Source: an optimization exercise on an open RTL-to-GDS flow (aim: small area). Production flows keep margins and buffers that such runs may drop.
The RTL was checked by simulation tests, not by an equivalence proof against the original design.
Power and IR drop assume default switching activity.

Design top_nexys_a7, start of the top module:
module top_nexys_a7 (
    input  logic       clock,
    input  logic       reset,
    input  logic       hx711_data_in,
    output logic       hx711_sclk_out,
    output logic [5:0] states_led,
    output logic [7:0] DDP,
    output logic [7:0] AN
);
Size: ~1100 cells after synthesis, roughly 180 flip-flops, roughly 26 I/O pins.
Settings: LEC_CHECK=0, ABC_AREA=1, CAP_MARGIN=20, CORE_MARGIN=2, CORE_UTILIZATION=40, SLEW_MARGIN=20; clock period 40.0 ns.
standard.sh (not shown) runs the stock make flow with config.mk's settings and CLKGATE_MAP_FILE= SYNTH_SCRIPT=/design/flow/synth_recipe.tcl, a recipe that flattens the netlist after the stock synthesis.
==> flow/flow/run.sh <==
#!/bin/bash
# Standard layout (standard synthesis unchanged), with three layout options:
# output port buffers use buf_1, the clock tree uses clkbuf_8 without dummy
# loads, and global routing recovers area on paths with slack.
set -uo pipefail
bash standard.sh \
  RECOVER_POWER=100 \
  DONT_BUFFER_PORTS=1 \
  "PRE_GLOBAL_PLACE_TCL=$PWD/flow/pre_gpl.tcl" \
  "CTS_ARGS=-sink_clustering_enable -repair_clock_nets -buf_list sky130_fd_sc_hd__clkbuf_8 -dont_use_dummy_load" \
  finish > flow_make.log 2>&1
status=$?
cp -r orfs/logs flow_logs 2>/dev/null || true
exit $status
==> flow/flow/pre_gpl.tcl <==
# Port buffering in place of the standard step (DONT_BUFFER_PORTS=1):
# every input and output port still gets a buffer; outputs use buf_1.
buffer_ports -inputs
buffer_ports -outputs -buffer_cell sky130_fd_sc_hd__buf_1
The starting point produced a layout that fails on capacitance limit, slew limit.
==> next run, changes <==
==> flow/run.sh (new file) <==
#!/bin/bash
# synth_recipe.tcl (not shown) runs the flow's synth.tcl, then flattens the netlist and writes it again
# the make line also repeats each setting of config.mk as NAME=value (left out here)
make -C /OpenROAD-flow-scripts/flow DESIGN_CONFIG=/design/flow/config.mk WORK_HOME=/design/flow/orfs CLKGATE_MAP_FILE= SYNTH_SCRIPT=/design/flow/synth_recipe.tcl finish
- ABC_AREA: 1 -> default
removed: flow/flow/run.sh
removed: flow/flow/pre_gpl.tcl
removed: flow/standard.sh
=>
- This time the run went through all stages and came out clean
- setup slack degrades by 0.54 ns
- via count decreases by 7.5%
- routed wire length decreases by 0.50%
==> next run, changes <==
==> flow/flow/run.sh (new file) <==
#!/bin/bash
# Standard layout (standard synthesis unchanged), with three layout options:
# port buffers use the smallest buffer, the clock tree uses clkbuf_8 without
# dummy loads, and global routing recovers area on paths with slack.
set -uo pipefail
bash standard.sh \
  RECOVER_POWER=100 \
  "CTS_ARGS=-sink_clustering_enable -repair_clock_nets -buf_list sky130_fd_sc_hd__clkbuf_8 -dont_use_dummy_load" \
  "BUFFER_PORTS_ARGS=-buffer_cell sky130_fd_sc_hd__buf_1" \
  finish > flow_make.log 2>&1
status=$?
cp -r orfs/logs flow_logs 2>/dev/null || true
exit $status
==> flow/standard.sh (new file) <==
#!/bin/bash
# synth_recipe.tcl (not shown) runs the flow's synth.tcl, then flattens the netlist and writes it again
# the make line also repeats each setting of config.mk as NAME=value (left out here)
make -C /OpenROAD-flow-scripts/flow DESIGN_CONFIG=/design/flow/config.mk WORK_HOME=/design/flow/orfs CLKGATE_MAP_FILE= SYNTH_SCRIPT=/design/flow/synth_recipe.tcl "${@:-finish}"
- ABC_AREA: default -> 1
removed: flow/run.sh
With this change the flow completed, yet does not pass: capacitance limit, slew limit.
Via count came out higher by 9.0%.
Clock power drops by 44%.
Count of clock-buffer cells in the layout fell by 4.
Routed wire length climbs by 1.5%.
Setup slack gets better by 0.49 ns.
Worst hold slack degrades by 0.0036 ns.
Power is lower by 20%.
Cell area fell by 5.0%.
Utilization drops by 2.1 points.
==> next run, changes <==
==> flow/run.sh (new file) <==
#!/bin/bash
# synth_recipe.tcl (not shown) runs the flow's synth.tcl, then flattens the netlist and writes it again
# the make line also repeats each setting of config.mk as NAME=value (left out here)
make -C /OpenROAD-flow-scripts/flow DESIGN_CONFIG=/design/flow/config.mk WORK_HOME=/design/flow/orfs CLKGATE_MAP_FILE= SYNTH_SCRIPT=/design/flow/synth_recipe.tcl finish
- ABC_AREA: 1 -> default
- CTS_BUF_LIST: default -> sky130_fd_sc_hd__clkbuf_8
removed: flow/flow/run.sh
removed: flow/standard.sh
After rerunning: Now the flow produced a clean layout; design area is higher by 3.6%; setup slack degrades by 0.44 ns; utilization increases by 1.4 points; worst hold slack improved by 0.0095 ns; clock-buffer cell count stays the same; non-clock buffer count stays the same; cell count falls by 12%; critical path depth shrinks by 3; power is higher by 13%; clock skew goes down by 0.027 ns.

afterwards: timing with drivers on the ports:
Ports are ideal in the flow. The routed layouts listed here were re-timed in OpenROAD.
Step 1 sets driving cells, clkbuf_16 on the clock port and buf_2 on the other inputs (assumed; they add their load-dependent delay and slew).
Step 2 also shifts input and output timing later by t, the mid clock arrival at the registers, as if the neighbouring blocks saw the same clock.
Slacks: ideal ports / drivers / drivers and shift; pairs: ideal ports / drivers.
run | t, ns | slack for setup (ns) | pins driven straight from the clock port
the first run | 0.495 | 16.207 / 16.207 / 16.207 | 1
the second run | 0.476 | 15.670 / 15.670 / 15.670 | 1
the third run | 0.486 | 16.158 / 16.158 / 16.158 | 1
the fourth run | 0.514 | 15.720 / 15.720 / 15.720 | 1
